Background: an optimization exercise with open tools, aiming at small area. Do not read the settings as production practice.
Function was checked by simulation only, so behaviour that the tests miss may differ from the original.
No activity file was given, so power comes from the tool's default toggle rates.

## flow/design.v (module list and top-level ports; edited modules follow where they fit)
// module char_controller: 186 lines
// module collide: 964 lines
// module character: 40 lines
// module back_controller: 66 lines
// module game_core: 45 lines
module game_core (
    input  logic        clk,
    input  logic        reset,
    input  logic [7:0]  keycode0,
    input  logic [7:0]  keycode1,
    output logic [9:0]  char_x,
    output logic [9:0]  char_y,
    output logic        ts_collide,
    output logic        bs_collide,
    output logic        left_collide,
    output logic        right_collide,
    output logic        bottom_collide,
    output logic [3:0]  char_state,
    output logic [3:0]  screen,
    output logic [10:0] background_number,
    output logic [3:0]  screen_state
);
  // ...
==> flow/flow/run.sh <==
#!/bin/bash
# Own layout flow: the standard synthesis, then the combinational logic
# re-mapped for area by yosys/ABC (every flip-flop instance kept exactly as the
# standard synthesis made it), then the standard layout steps with the
# smallest port buffers and a clock tree without dummy loads.
set -euo pipefail
W=$(pwd)
R=$W/orfs/results/${FLOW_PLATFORM}/game_core/base
LIB=$FLOW_HOME/platforms/${FLOW_PLATFORM}/lib/sky130_fd_sc_hd__tt_025C_1v80.lib
YOSYS=$(command -v yosys || true)
[[ -n "$YOSYS" ]] || YOSYS=$FLOW_HOME/../tools/install/yosys/bin/yosys

# 1. standard synthesis
bash standard.sh synth > "$W/flow_synth.log" 2>&1
cp "$R/1_2_yosys.v" "$W/std_1_2_yosys.v"

# 2. re-map the combinational logic for area: eight ABC runs (different
#    seeds, with and without dc2 first), four at a time; keep the smallest
remap() {
  IN="$W/std_1_2_yosys.v" OUT="$W/remap_$1.v" LIB="$LIB" TOP="$FLOW_TOP" \
    ABC_SCRIPT="$W/remap_$1.abc" "$YOSYS" -c "$W/flow/remap.tcl" > "$W/flow_remap_$1.log" 2>&1
}
for s in 1 2 3 4 5 6 7 8; do
  if (( s % 2 )); then pre='dc2\n'; else pre=''; fi
  printf "strash\n${pre}&get -n\n&deepsyn -T 60 -S %s\n&put\ndch -f\namap\ntopo\n" "$s" > "$W/remap_$s.abc"
done
for s in 1 2 3 4; do remap $s & done
wait
for s in 5 6 7 8; do remap $s & done
wait
best=""
best_area=""
for s in 1 2 3 4 5 6 7 8; do
  a=$(awk '/Chip area/ {print $NF}' "$W/remap_$s.v.stat")
  echo "remap $s: $a" >> "$W/flow_remap.log"
  if [[ -z "$best" ]] || awk -v a="$a" -v b="$best_area" 'BEGIN {exit !(a < b)}'; then
    best=$s
    best_area=$a
  fi
done
echo "kept remap $best ($best_area)" >> "$W/flow_remap.log"

# 3. the rest of the standard layout, from the re-mapped netlist
cp "$W/remap_$best.v" "$R/1_2_yosys.v"
rm -f "$R/1_synth.odb" "$R/1_synth.sdc"
bash standard.sh BUFFER_PORTS_ARGS="-buffer_cell sky130_fd_sc_hd__buf_1" \
  CTS_ARGS="-repair_clock_nets -buf_list sky130_fd_sc_hd__clkbuf_8 -dont_use_dummy_load" \
  finish > "$W/flow_layout.log" 2>&1
==> flow/flow/remap.tcl <==
# remap.tcl: re-map the combinational logic of a mapped netlist for area,
# keeping every flip-flop instance (name, cell type, connections) as it is.
# env: LIB, IN, OUT, ABC_SCRIPT
yosys read_liberty -ignore_miss_func $::env(LIB)
yosys blackbox {sky130_fd_sc_hd__*df*} {sky130_fd_sc_hd__*dl*} {sky130_fd_sc_hd__*sdf*}
yosys read_verilog $::env(IN)
yosys hierarchy -top $::env(TOP)
yosys flatten
yosys rename -hide {w:_*}
yosys hierarchy -top $::env(TOP)
yosys opt_clean -purge
yosys abc -liberty $::env(LIB) -dont_use {*probe*} -dont_use {*lpflow*} -script $::env(ABC_SCRIPT)
yosys opt_clean -purge
yosys hilomap -hicell sky130_fd_sc_hd__conb_1 HI -locell sky130_fd_sc_hd__conb_1 LO
yosys opt_clean -purge
yosys insbuf -buf sky130_fd_sc_hd__buf_1 A X
yosys splitnets
yosys opt_clean -purge
yosys tee -o $::env(OUT).stat stat -liberty $::env(LIB)
yosys write_verilog -noattr -nohex -nodec $::env(OUT)
==> flow/standard.sh <==
#!/bin/bash
# synth_recipe.tcl (not shown) runs the flow's synth.tcl, then flattens the netlist and writes it again
# the make line also repeats each setting of config.mk as NAME=value (left out here)
make -C /OpenROAD-flow-scripts/flow DESIGN_CONFIG=/design/flow/config.mk WORK_HOME=/design/flow/orfs CLKGATE_MAP_FILE= SYNTH_SCRIPT=/design/flow/synth_recipe.tcl "${@:-finish}"
==> flow/config.mk <==
export PLATFORM = sky130hd
export DESIGN_NAME = game_core
export DESIGN_NICKNAME = game_core
export VERILOG_FILES = /design/flow/design.v
export SDC_FILE = /design/flow/constraint.sdc
export NUM_CORES = 4
export LEC_CHECK = 0
export CAP_MARGIN = 20
export CORE_MARGIN = 2
export CORE_UTILIZATION = 25
export GPL_TIMING_DRIVEN = 0
export SLEW_MARGIN = 20
==> flow/constraint.sdc <==
create_clock -name core_clock -period 12.0 [get_ports {clk}]
set_input_delay 2.4000 -clock core_clock [delete_from_list [all_inputs] [get_ports {clk}]]
set_output_delay 2.4000 -clock core_clock [all_outputs]
set_load 0.01 [all_outputs]
==> flow_metrics.tcl, run 1 <==
set metrics [dict create \
    cts_inserted_buffers 5 \
    p_comb_frac 0.682 \
    rsz0062_at_grt "no" \
    hold_end "bak.tracker[3]" \
    drt_iter0_markers 942 \
    core_area_um2 19700 \
    critical_path_required_ns 9.60 \
    grt_util_met1 0.422 \
    path_depth 13 \
    cts_max_level 2 \
    rows 51 \
    wl_per_cell_um 25.7 \
    p_int_uw 355 \
    cp.arrival_ns 5.94 \
    syn_area_um2 5040 \
    path_clk_slew_ns 0.09 \
    worstMarginPinSlew_ns 1.11 \
    post-route-min-period_ns 8.34 \
    cts_hold_buffers 0 \
    stdcell_area_um2 5670 \
    maxSlewHeadroom 0.261 \
    status "no timing/DRC/antenna violations" \
    grt-busiest-layer "met1" \
    drcViolationCount 0 \
    grt_pass1_wl_mm 46.9 \
    peakVddDrop_v 0.0000777 \
    hold_path_depth 2 \
    pg_seq_uw 218 \
    clk_share 0.0121 \
    wl_met3_mm 3.77 \
    vias_per_cell 6.20 \
    die_w_um 146 \
]
==> inputs of run 2 (changes only) <==
--- a/flow/flow/run.sh
+++ b/flow/flow/run.sh
@@ -44,5 +44,5 @@
 cp "$W/remap_$best.v" "$R/1_2_yosys.v"
 rm -f "$R/1_synth.odb" "$R/1_synth.sdc"
 bash standard.sh BUFFER_PORTS_ARGS="-buffer_cell sky130_fd_sc_hd__buf_1" \
-  CTS_ARGS="-repair_clock_nets -buf_list sky130_fd_sc_hd__clkbuf_8 -dont_use_dummy_load" \
+  CTS_ARGS="-sink_clustering_enable -sink_clustering_size 40 -sink_clustering_max_diameter 300 -repair_clock_nets -root_buf sky130_fd_sc_hd__clkbuf_8 -buf_list sky130_fd_sc_hd__clkbuf_4 -dont_use_dummy_load" \
   finish > "$W/flow_layout.log" 2>&1
==> run 2 against run 1 <==
Clock-buffer cell count did not move. Via count unchanged. Final cell count unchanged. Power is the same. Clock power is essentially flat. Maximum frequency did not move. Flip-flop and latch count did not move. Critical path depth stayed put. Clock skew unchanged. Critical path type unchanged. Critical endpoint unchanged. Highest routed layer unchanged.
==> flow_metrics.tcl, run 2 <==
set metrics [dict create \
    status "no timing/DRC/antenna violations" \
    cts_inserted_buffers 5 \
    grt_max_degree 26 \
    startpoint_type "flop" \
    slowest_delay_ns 0.91 \
    grt_pass1_wl_mm 46.9 \
    routed_wl_mm 32.1 \
    rsz0062_at_grt "no" \
    nets 1003 \
    avgSynthCellArea_um2 5.49 \
    gp_congestion 1.07 \
    die_w_um 146 \
    start_util 0.257 \
    syn_inst 919 \
    path_max_fanout 18 \
    vias 7737 \
    power_density_nw_per_um2 174 \
    hold_path_depth 2 \
    vias_per_cell 6.20 \
    r2r_start "char.ctl.xpos[6]" \
    fmax_mhz 120 \
    final-hold-violation-count 0 \
    ios 66 \
    min_from "bak.tracker[3]" \
    antenna_found_initial 0 \
    min_path_type "flop to flop" \
    firstDrtPassIters 6 \
    cts_resized 0 \
    fillers 2344 \
    mostFrequentLayoutCell "nor2_1" \
    wl_per_cell_um 25.7 \
    final_layout_size_suffix_gt1_frac 0.00712 \
    cpMostUsedCell "clkinv_1" \
    numPortBuffers 59 \
    core_area_um2 19700 \
    clkLatencyLatePin_ns 0.33 \
    critPathBufInv 5 \
    grtUsageTotal 0.292 \
    antennaDiodeCount 0 \
    p_leak_uw 0.00172 \
    slowest_stage "dfxtp_1" \
    dp_hpwl_mm 25.9 \
    antenna_left 0 \
    drt_iter0_markers 942 \
    rrSetupSlack_ns 5.21 \
    clkSinkCount 37 \
    synth_nets 937 \
    overflow 0 \
    peakVddDrop_v 0.0000777 \
    r2r_end "char.ctl.cnt[1]" \
    largest_reg_flops 10 \
    worstMarginPinSlew_ns 1.11 \
    critical_path_required_ns 9.60 \
    setup_viol 0 \
    largestRegisters "char.ctl.xpos (10), char.ctl.yreg (9), char.ctl.cnt (7)" \
    end_kind "primary output" \
    cts_max_path_buffers 2 \
    syn_area_um2 5040 \
    slew_violations 0 \
    post-cts-setup-buffers 0 \
    top_register "char.ctl.xpos" \
    rows 51 \
    maxSlewHeadroom 0.261 \
    cp.arrival_ns 5.94 \
    cts_hold_buffers 0 \
    tritoncts "done" \
    path_clk_slew_ns 0.09 \
    crit_type "flop to primary output" \
    post-route-min-period_ns 8.34 \
    die_h_um 146 \
    max_cap_violations 0 \
    final_util 0.289 \
    hold_end "bak.tracker[3]" \
    multiInputGateArea_um2 3850 \
    drcViolationCount 0 \
    cp_cell_sequence "clkinv_1 -> nor2_1 -> clkinv_1 -> nor2_1 -> clkinv_1 -> o21ai_0 -> o21ai_0 -> o2111a_1 -> nor3_1 -> nor3_1 -> nor3_1 -> clkinv_1 -> buf_1" \
    root_buffer "clkbuf_8" \
    areaGrowthSynthToFinish_pct 12.5 \
    reg2reg_depth 16 \
    mostFrequentLayoutCells "nor2_1, clkinv_1, o21ai_0" \
    cts_max_level 2 \
    critPathTopFamily "simple AND/OR/NAND/NOR gates" \
    skew_ns 0.0148 \
    setup_tns_ns 0 \
    synth_warnings 2 \
    die-area_um2 21300 \
    regArea_um2 742 \
    grt_pass1_vias 7089 \
    min_period_over_period 0.695 \
]
==> run 2: worst max-delay path by stage <==
stage	start	end	slack (ns)	depth (start not counted)
global placement	char.ctl.xpos[5]	bottom_collide	4.01	11
detailed placement	char.ctl.xpos[6]	bottom_collide	4.34	13
floorplan	char.ctl.xpos[5]	bottom_collide	6.60	10
CTS	char.ctl.xpos[6]	bottom_collide	4.01	13
finish	char.ctl.xpos[6]	bottom_collide	3.66	13
global route	char.ctl.xpos[6]	bottom_collide	3.54	13
==> run 2: final cells by class <==
type,count,share of cell area
multi-input combinational,760,0.679
clock buffer,5,0.0121
sequential,37,0.131
inverter,121,0.0801
timing repair buffer,59,0.0391
tap,265,0.0585
buffer,1,0.000662
==> run 2: stage by stage <==
step | worst slack, ns | instances | total power, uW | hold slack [ns] | instance area (um^2)
detailed placement | 4.34 | 1243 | 866 | 0.485 | 5600
global route | 3.54 | 1248 | 1050 | 0.524 | 5670
CTS | 4.01 | 1248 | 962 | 0.500 | 5670
global placement | 4.01 | 1243 | 884 | 0.464 | 5600
finish | 3.66 | 1248 | 987 | 0.500 | 5670
floorplan | 6.60 | 919 | 606 | 0.449 | 5040
==> run 2: per-layer routing <==
metal  vias up  part of all wire  global-route usage
li1       3441                 -                   -
met1      3623              0.44               0.422
met2       577              0.39               0.404
met3        96              0.12              0.0694
met4         0             0.053               0.138
met5         -                 0                   0
==> run 2: power breakdown <==
group          internal (uW)  total (uW)  switching (uW)
Combinational            169         673             504
Sequential               148         218            70.2
Clock                   37.8        95.4            57.6
Total                    355         987             632
==> run 2: worst register-to-register path, delay by kind of cell, from the launching register on <==
| kind | cells | cell delay, ns |
|---|---|---|
| AND/OR/NAND/NOR | 6 | 2.13 |
| flip-flops | 1 | 0.91 |
| buffers and inverters | 3 | 1.44 |
| AO/OA/AOI/OAI | 7 | 2.17 |
==> inputs of run 3 (changes only) <==
--- a/flow/flow/run.sh
+++ b/flow/flow/run.sh
@@ -44,5 +44,5 @@
 cp "$W/remap_$best.v" "$R/1_2_yosys.v"
 rm -f "$R/1_synth.odb" "$R/1_synth.sdc"
 bash standard.sh BUFFER_PORTS_ARGS="-buffer_cell sky130_fd_sc_hd__buf_1" \
-  CTS_ARGS="-sink_clustering_enable -sink_clustering_size 40 -sink_clustering_max_diameter 300 -repair_clock_nets -root_buf sky130_fd_sc_hd__clkbuf_8 -buf_list sky130_fd_sc_hd__clkbuf_4 -dont_use_dummy_load" \
+  CTS_ARGS="-sink_clustering_enable -sink_clustering_size 40 -sink_clustering_max_diameter 300 -repair_clock_nets -buf_list sky130_fd_sc_hd__clkbuf_8 -dont_use_dummy_load" \
   finish > "$W/flow_layout.log" 2>&1
==> run 3 against run 2 <==
Still clean. Sequential share of layout area unchanged. Area after synthesis stayed put. Power unchanged. Register-to-register slack barely moved. Die area unchanged. Combinational power about the same. Wire length unchanged. Clock skew did not move. Utilization unchanged. Worst setup slack unchanged. First-iteration DRC count did not move. Final area is the same. Critical path type unchanged. Highest routed layer unchanged.
==> flow_metrics.tcl, run 3 <==
set metrics [dict create \
    antenna_found_initial 0 \
    antennaDiodeCount 0 \
    post-cts-setup-buffers 0 \
    cpMostUsedCell "clkinv_1" \
    nets 1003 \
    vias 7737 \
    clkLatencyLatePin_ns 0.33 \
    start_util 0.257 \
    cp.arrival_ns 5.94 \
    clockPowerShare 0.097 \
    areaGrowthSynthToFinish_pct 12.5 \
    numPortBuffers 59 \
    peakVddDrop_v 0.0000777 \
    crit_type "flop to primary output" \
    antenna_left 0 \
    seqPwrFrac 0.221 \
    grt_pass1_wl_mm 46.9 \
    rsz0062_at_grt "no" \
    gp_congestion 1.07 \
    synth_nets 937 \
    max_cap_violations 0 \
    die_h_um 146 \
    cts_hold_buffers 0 \
    drcViolationCount 0 \
    post-route-min-period_ns 8.34 \
    status "no timing/DRC/antenna violations" \
    avgSynthCellArea_um2 5.49 \
    min_period_over_period 0.695 \
    mostFrequentLayoutCell "nor2_1" \
    slew_violations 0 \
    ios 66 \
    path_max_fanout 18 \
    regArea_um2 742 \
    final-hold-violation-count 0 \
    power_density_nw_per_um2 174 \
    switchingPower_uw 632 \
    die_w_um 146 \
    rows 51 \
    drt_iter0_markers 942 \
    overflow 0 \
    mostFrequentLayoutCells "nor2_1, clkinv_1, o21ai_0" \
    clkSinkCount 37 \
    p_leak_uw 0.00172 \
    maxSlewHeadroom 0.261 \
    p_int_uw 355 \
    end_kind "primary output" \
    path_clk_slew_ns 0.09 \
    min_path_type "flop to flop" \
    largestRegisters "char.ctl.xpos (10), char.ctl.yreg (9), char.ctl.cnt (7)" \
    top_register "char.ctl.xpos" \
    multiInputGateArea_um2 3850 \
    firstDrtPassIters 6 \
    startpoint_type "flop" \
    final_layout_size_suffix_gt1_frac 0.00712 \
    root_buffer "clkbuf_8" \
    die-area_um2 21300 \
    fmax_mhz 120 \
    cts_inserted_buffers 5 \
    p_comb_frac 0.682 \
    power_uw 987 \
    grtUsageTotal 0.292 \
    largest_reg_flops 10 \
    cp_cell_sequence "clkinv_1 -> nor2_1 -> clkinv_1 -> nor2_1 -> clkinv_1 -> o21ai_0 -> o21ai_0 -> o2111a_1 -> nor3_1 -> nor3_1 -> nor3_1 -> clkinv_1 -> buf_1" \
    tritoncts "done" \
    routed_wl_mm 32.1 \
    setup_tns_ns 0 \
    slowest_delay_ns 0.91 \
    dp_hpwl_mm 25.9 \
    syn_inst 919 \
    setup_viol 0 \
    core_area_um2 19700 \
    cts_max_path_buffers 2 \
    critical_path_required_ns 9.60 \
    cts_max_level 2 \
    worstMarginPinSlew_ns 1.11 \
    skew_ns 0.0148 \
    vias_per_cell 6.20 \
    wl_per_cell_um 25.7 \
    slowest_stage "dfxtp_1" \
    power.share.switching 0.640 \
    grt_max_degree 26 \
    syn_area_um2 5040 \
    cts_resized 0 \
    fillers 2344 \
    grt_pass1_vias 7089 \
    synth_warnings 2 \
]
[run 3: through the flow]
| stage | std cells | setup WS (ns) | hold WS, ns | utilization | area [um^2] |
|---|---|---|---|---|---|
| 2_1_floorplan | 919 | 6.60 | 0.449 | - | 5040 |
| 3_3_place_gp | 1243 | 4.01 | 0.464 | 0.285 | 5600 |
| 3_5_place_dp | 1243 | 4.34 | 0.485 | 0.285 | 5600 |
| 4_1_cts | 1248 | 4.01 | 0.500 | 0.288 | 5670 |
| 5_1_grt | 1248 | 3.54 | 0.524 | 0.289 | 5670 |
| 6_report | 1248 | 3.66 | 0.500 | 0.289 | 5670 |
[run 3: cell type report]
type                            instances  area share
Buffer                                  1    0.000662
Inverter                              121      0.0801
Multi-Input combinational cell        760       0.679
Tap cell                              265      0.0585
Timing Repair Buffer                   59      0.0391
Clock buffer                            5      0.0121
Sequential cell                        37       0.131
[run 3: path summary, 6_finish.rpt]
check	cells after the start	from	slack (ns)	to
worst min register to register	2	bak.tracker[3]	0.50	bak.tracker[3]
worst min-delay path	2	bak.tracker[3]	0.50	bak.tracker[3]
worst max register to register	16	char.ctl.xpos[6]	5.21	char.ctl.cnt[1]
worst max-delay path	13	char.ctl.xpos[6]	3.66	bottom_collide
[run 3: critical path, delay by kind of cell (launching register included)]
family	cells	cell delay, ns
AND/OR/NAND/NOR	5	1.91
buffers and inverters	5	1.91
flip-flops	1	0.91
AO/OA/AOI/OAI	3	0.85
[run 3: power groups by stage]
stage | registers [uW] | logic [uW] | clock network, uW
2_1_floorplan | 203 | 403 | 0
3_3_place_gp | 219 | 665 | 0
3_5_place_dp | 218 | 648 | 0
4_1_cts | 215 | 651 | 95.5
5_1_grt | 222 | 726 | 102
6_report | 218 | 673 | 95.4
[run 3: metal layers]
metal  up-vias  track usage  routed length, um
met3        96       0.0694               3770
met4         0        0.138               1690
met5         -            0                  0
li1       3441            -                  -
met1      3623        0.422              14000
met2       577        0.404              12600
==> module char_controller, before the edit <==
module char_controller (
    input  logic       clk,
    input  logic       reset,
    input  logic [7:0] keycode0,
    input  logic [7:0] keycode1,
    input  logic       lc,
    input  logic       rc,
    input  logic       bc,
    input  logic       ts,
    input  logic       bs,
    output logic [3:0] state,
    output logic [9:0] xpos,
    output logic [9:0] ypos
);
    localparam logic [3:0] A = 4'd0,   
                           B = 4'd1,   
                           C = 4'd2,   
                           D = 4'd3,   
                           E = 4'd4,   
                           F = 4'd5,   
                           G = 4'd6,   
                           H = 4'd7,   
                           I = 4'd8,   
                           J = 4'd9,   
                           K = 4'd10,  
                           M = 4'd11,  
                           N = 4'd12;  
    logic [3:0] next_state;
    logic [6:0] cnt, cnt_inc, cnt_jmp;
    logic       k0_sp, k0_d, k0_a, k0_0, k1_sp, k1_d, k1_a, k1_0;
    logic       jump_done, to_jump, to_arc;
    assign k0_sp = (keycode0 == 8'h2C);
    assign k0_d  = (keycode0 == 8'h07);
    assign k0_a  = (keycode0 == 8'h04);
    assign k0_0  = (keycode0 == 8'h00);
    assign k1_sp = (keycode1 == 8'h2C);
    assign k1_d  = (keycode1 == 8'h07);
    assign k1_a  = (keycode1 == 8'h04);
    assign k1_0  = (keycode1 == 8'h00);
    assign jump_done = (cnt[6:1] == 6'd0);
    always_comb begin
        next_state = state;
        case (state)
            A: next_state = B;
            B: if (k0_sp || ((k0_d || k0_a) && k1_sp))  next_state = E;
               else if (k0_d && !lc && !bc)              next_state = M;
               else if (k0_a && !lc && !bc)              next_state = N;
               else if (k0_a && !lc && bc)               next_state = D;
               else if (k0_d && !rc && bc)               next_state = C;
            C: if (k0_d && !rc && bc)                    next_state = C;
               else if ((k0_d && k1_sp) || (k0_sp && k1_d)) next_state = E;
               else if (k0_0 || rc)                      next_state = B;
               else if (k0_d && !lc && !bc)              next_state = M;
            D: if (k0_a && !lc && bc)                    next_state = D;
               else if ((k0_a && k1_sp) || (k0_sp && k1_a)) next_state = E;
               else if (k0_0 || lc)                      next_state = B;
               else if (k0_a && !lc && !bc)              next_state = N;
            E: if (k0_sp)                                next_state = E;
               else if (k0_0 && k1_0)                    next_state = F;
               else if (k0_a)                            next_state = H;
               else if (k0_d)                            next_state = J;
            F: if (jump_done)                            next_state = G;
            G: if (bc)                                   next_state = B;
            H: if (lc)                                   next_state = J;
               else if (jump_done)                       next_state = I;
            I: if (lc)                                   next_state = K;
               else if (bc)                              next_state = B;
            J: if (rc)                                   next_state = H;
               else if (jump_done)                       next_state = K;
            K: if (rc)                                   next_state = I;
               else if (bc)                              next_state = B;
            M: if (bc)                                   next_state = B;
            N: if (bc)                                   next_state = B;
            default: next_state = A;
        endcase
    end
    always_ff @(posedge clk) begin
        if (reset)
            state <= A;
        else
            state <= next_state;
    end
    logic cls_clr, cls_e, cls_jump, cls_arc, cls_fall;
    assign cls_clr  = (state[3:2] == 2'b00) || (state[3:2] == 2'b11 && state[1:0] != 2'b00);
    assign cls_e    = (state == E);
    assign cls_jump = (state == F) || (state == H) || (state == J);
    assign cls_arc  = (state == G) || (state == I) || (state == K);
    assign cls_fall = (state == M) || (state == N);
    assign to_jump = (next_state == F) || (next_state == H) || (next_state == J);
    assign to_arc  = (next_state == G) || (next_state == I) || (next_state == K);
    logic       inc_en, dec_en, p;
    logic [6:0] cnt_next;
    always_comb begin
        logic c;
        inc_en = (cls_e    & ~(cnt[6] & cnt[1] & cnt[0]))
               | (cls_arc  & ~(&cnt))
               | (cls_fall & ~(cnt[6] & (&cnt[3:0])));
        c = inc_en;
        for (int i = 0; i < 7; i++) begin
            cnt_inc[i] = cnt[i] ^ c;
            c = c & cnt[i];
        end
        dec_en = ~cnt[0] & ~jump_done;
        c = dec_en;
        cnt_jmp[0] = cnt[0] ^ cnt[0];
        cnt_jmp[1] = cnt[1] ^ (cnt[0] | c);
        c = c & ~cnt[1];
        for (int i = 2; i < 7; i++) begin
            cnt_jmp[i] = cnt[i] ^ c;
            c = c & ~cnt[i];
        end
        p = cnt_inc[1] & cnt_inc[0] & ~cnt_inc[6];
        if (cls_clr || (cls_jump && to_arc))
            cnt_next = 7'd0;
        else if (cls_jump)
            cnt_next = cnt_jmp;
        else if (cls_e && to_jump)
            cnt_next = {cnt_inc[6:2], 1'b0, p};
        else
            cnt_next = cnt_inc;
    end
    always_ff @(posedge clk)
        cnt <= cnt_next;
    logic xodd, xup, xdn;        
    logic [3:0] dy;              
    logic [9:0] xs;
    logic [8:0] ys;
    always_comb begin
        logic p1, n1, p2, n2;
        p1 = (state == J) || (state == K) || (state == M);
        n1 = (state == H) || (state == I) || (state == N);
        p2 = (state == C);
        n2 = (state == D);
        xodd = (p1 | n1) & ~ts & ~bs;
        xup  = (p2 | (p1 & xpos[0])) & ~ts & ~bs;
        xdn  = (n2 | (n1 & ~xpos[0])) & ~ts & ~bs;
        case (state)
            F, H, J: dy = 4'b1101;
            G, I, K: dy = {~cnt[6] & ~(cnt[5] & cnt[4]), ~(cnt[6] ^ (cnt[5] & cnt[4])),
                           cnt[5] ^ cnt[4], ~cnt[4]};
            M, N:    dy = {1'b0, cnt[6] ^ (cnt[5] & cnt[4]), cnt[5] ^ cnt[4], ~cnt[4]};
            default: dy = 4'd0;
        endcase
    end
    always_comb begin
        logic a, b, c, up, dn;
        xs[0] = xpos[0] ^ xodd;
        a = 1'b1;
        b = 1'b1;
        for (int i = 1; i < 10; i++) begin
            xs[i] = xpos[i] ^ ((xup & a) | (xdn & b));
            a = a & xpos[i];
            b = b & ~xpos[i];
        end
        c = 1'b0;
        for (int i = 0; i < 4; i++) begin
            ys[i] = ypos[i] ^ dy[i] ^ c;
            c = (ypos[i] & dy[i]) | (c & (ypos[i] ^ dy[i]));
        end
        up = c & ~dy[3];
        dn = ~c & dy[3];
        a = 1'b1;
        b = 1'b1;
        for (int i = 4; i < 9; i++) begin
            ys[i] = ypos[i] ^ ((up & a) | (dn & b));
            a = a & ypos[i];
            b = b & ~ypos[i];
        end
    end
    logic [8:0] yreg;
    assign ypos = {1'b0, yreg};
    always_ff @(posedge clk) begin
        if (state == A) begin
            xpos <= 10'd320;
            yreg <= 9'd410;
        end else begin
            xpos <= xs;
            if (ts)
                yreg <= 9'd436;
            else if (bs)
                yreg <= 9'd40;
            else
                yreg <= ys;
        end
    end
endmodule
==> inputs of run 4 (changes only) <==
--- a/flow/design.v
+++ b/flow/design.v
@@ -81,11 +81,11 @@
             state <= next_state;
     end
     logic cls_clr, cls_e, cls_jump, cls_arc, cls_fall;
-    assign cls_clr  = (state[3:2] == 2'b00) || (state[3:2] == 2'b11 && state[1:0] != 2'b00);
+    assign cls_clr  = (state[3:2] == 2'b00);
     assign cls_e    = (state == E);
     assign cls_jump = (state == F) || (state == H) || (state == J);
     assign cls_arc  = (state == G) || (state == I) || (state == K);
-    assign cls_fall = (state == M) || (state == N);
+    assign cls_fall = state[3] & (state[2] | (state[1] & state[0]));
     assign to_jump = (next_state == F) || (next_state == H) || (next_state == J);
     assign to_arc  = (next_state == G) || (next_state == I) || (next_state == K);
     logic       inc_en, dec_en, p;
==> run 4 against run 3 <==
Area after synthesis is 0.37% higher. Critical endpoint unchanged. Flip-flop and latch count did not move. Highest routed layer unchanged. Worst setup slack improved by 0.28 ns. Hold slack got worse by 0.016 ns. Register-to-register slack got worse by 0.21 ns. Largest power group is now sequential cells.
==> flow_metrics.tcl, run 4 <==
set metrics [dict create \
    skew_ns 0.0190 \
    critical_path_required_ns 9.60 \
    cts_max_path_buffers 2 \
    cts_max_level 2 \
    avgSynthCellArea_um2 5.65 \
    worstMarginPinSlew_ns 1.12 \
    power_uw 352 \
    max_cap_violations 0 \
    die-area_um2 21400 \
    power_density_nw_per_um2 61.8 \
    path_max_fanout 22 \
    end_kind "primary output" \
    grt_pass1_vias 7088 \
    die_w_um 146 \
    gp_congestion 1.02 \
    largest_reg_flops 10 \
    post-route-min-period_ns 8.06 \
    nets 980 \
    wl_met3_mm 3.36 \
    antenna_left 0 \
    drcViolationCount 0 \
    syn_area_um2 5060 \
    cts_resized 0 \
    cp_cell_sequence "clkinv_1 -> nor2_1 -> clkinv_1 -> o21ai_0 -> nor4b_1 -> a2111oi_0 -> o21a_1 -> o21ai_1 -> buf_1" \
    grt_max_degree 25 \
    largestRegisters "char.ctl.xpos (10), char.ctl.yreg (9), char.ctl.cnt (7)" \
    antenna_found_initial 0 \
    min_path_type "flop to flop" \
    crit_type "flop to primary output" \
    core_area_um2 20000 \
    vias_per_cell 6.22 \
    fin_cells 1230 \
    dp_hpwl_mm 22.5 \
    switchingPower_uw 150 \
    wl_met1_mm 11.0 \
    ios 66 \
    r2r_end "char.ctl.cnt[1]" \
    peakVddDrop_v 0.0000886 \
    startpoint_type "flop" \
    wl_per_cell_um 23.0 \
    mostFrequentLayoutCells "nor2_1, clkinv_1, o21ai_0, nand2_1, buf_1" \
    syn_inst 896 \
    cts_hold_buffers 0 \
    rsz0062_at_grt "no" \
    power.share.switching 0.425 \
    seqPwrFrac 0.398 \
    p_int_uw 202 \
    dr_wl_met2_mm 11.8 \
    cp.arrival_ns 5.66 \
    p_comb_frac 0.367 \
    setup_viol 0 \
    status "no timing/DRC/antenna violations" \
    placed_area_um2 5620 \
    firstDrtPassIters 12 \
    final_util 0.284 \
    synth_nets 914 \
    numPortBuffers 59 \
    final-hold-violation-count 0 \
    rrSetupSlack_ns 5.00 \
    min_from "bak.tracker[3]" \
    hold_path_depth 2 \
    antennaDiodeCount 0 \
    tritoncts "done" \
    reg2reg_depth 15 \
    clockPowerShare 0.235 \
    setup_tns_ns 0 \
    overflow 0 \
    fmax_mhz 124 \
    routed_wl_mm 28.3 \
    mostFrequentLayoutCell "nor2_1" \
    cts_inserted_buffers 5 \
    min_period_over_period 0.672 \
    top_layer "met4" \
    clkLatencyLatePin_ns 0.32 \
    cpMostUsedCell "clkinv_1" \
    grt_pass1_wl_mm 42.3 \
    top_register "char.ctl.xpos" \
    post-cts-setup-buffers 0 \
    slowest_stage "nor2_1" \
    drt_iter0_markers 1306 \
    start_util 0.253 \
    stdcell_area_um2 5690 \
    grtUsageTotal 0.256 \
    r2r_start "char.ctl.xpos[7]" \
    vias 7653 \
    slew_violations 0 \
    path_clk_slew_ns 0.08 \
    maxSlewHeadroom 0.243 \
    final_layout_size_suffix_gt1_frac 0.00521 \
    p_leak_uw 0.00171 \
    place_inst 1225 \
    synth_warnings 2 \
    clkSinkCount 37 \
    rows 52 \
    root_buffer "clkbuf_8" \
    slowest_delay_ns 0.88 \
    hold_end "bak.tracker[3]" \
    areaGrowthSynthToFinish_pct 12.4 \
    die_h_um 146 \
]
==> run 4: cell types whose count changed in the layout (fill, tap and decap cells not counted), sizes merged, moves of 5 or more <==
cell / change
clkinv: -5
o22ai: -10
a211oi: +6
a221oi: +5
o41ai: +5
nor2: -17
o21a: +5
o21ai: -6
o31ai: -6
nor3: -9
nor4: -9
==> run 4: layer usage <==
layer,global-route usage,vias to the layer above
met2,0.388,645
met3,0.0556,167
met1,0.332,3447
met5,0,-
li1,-,3394
met4,0.158,0
==> run 4: power by group through the flow <==
stage / Combinational, uW / Clock (uW) / Sequential (uW)
2_1_floorplan: 79.1 / 0 / 137
3_3_place_gp: 125 / 0 / 142
3_5_place_dp: 124 / 0 / 142
4_1_cts: 126 / 87.2 / 139
5_1_grt: 142 / 92.5 / 140
6_report: 129 / 82.7 / 140
==> run 4: worst max path at each step <==
stage          cells after the start        startpoint              to
5_1_grt                           16  char.ctl.yreg[7]    left_collide
4_1_cts                           12  char.ctl.xpos[7]    left_collide
2_1_floorplan                     15  char.ctl.yreg[7]    left_collide
3_5_place_dp                      12  char.ctl.xpos[7]    left_collide
6_report                           9  char.ctl.xpos[7]  bottom_collide
3_3_place_gp                       9  char.ctl.xpos[7]  bottom_collide
==> run 4: critical path: cells and delay by family (launching register included) <==
family / cells / cell delay (ns)
compound gates: 4 / 1.72
buf+inv: 3 / 1.44
simple gates: 2 / 1.36
flops: 1 / 0.81
==> run 4: layout make-up <==
cell class	count	area (um^2)
buffer	1	3.75
clock buffer	5	68.8
fill	2417	14300
inverter	116	435
multi-input combinational	742	3880
sequential	37	741
tap	270	338
timing repair buffer	59	221
==> run 4: metrics by stage <==
step | hold slack, ns | setup WS [ns]
after global placement | 0.462 | 4.03
after CTS | 0.489 | 4.25
after detailed placement | 0.473 | 4.61
after global routing | 0.513 | 3.85
after floorplan | 0.447 | 6.60
final | 0.485 | 3.94

-- what the ideal ports hide --
The results above use ideal ports. As a check the final layouts listed here were re-extracted and re-timed, cells and wires unchanged. Step 1 sets driving cells, clkbuf_16 on the clock port and buf_2 on the other inputs (assumed; they add their load-dependent delay and slew). Step 2, shift: input delay + t, output delay - t, t = (earliest + latest rising clock arrival at the registers) / 2. This alone moves slack from input paths to output paths. a / b / c = ideal / step 1 / step 2; a / b = the first two.
run	shift t [ns]	setup WS [ns]	worst hold slack (ns)	worst register clock-pin slew, ns
run 1	0.362	3.657 / 3.620 / 3.983	0.500 / 0.500 / 0.500	0.09 / 0.09
run 2	0.362	3.657 / 3.620 / 3.983	0.500 / 0.500 / 0.500	0.09 / 0.09
run 3	0.362	3.657 / 3.620 / 3.983	0.500 / 0.500 / 0.500	0.09 / 0.09
run 4	0.341	3.937 / 3.902 / 4.243	0.485 / 0.485 / 0.485	0.08 / 0.08
After both steps setup and hold are still met in every run listed.
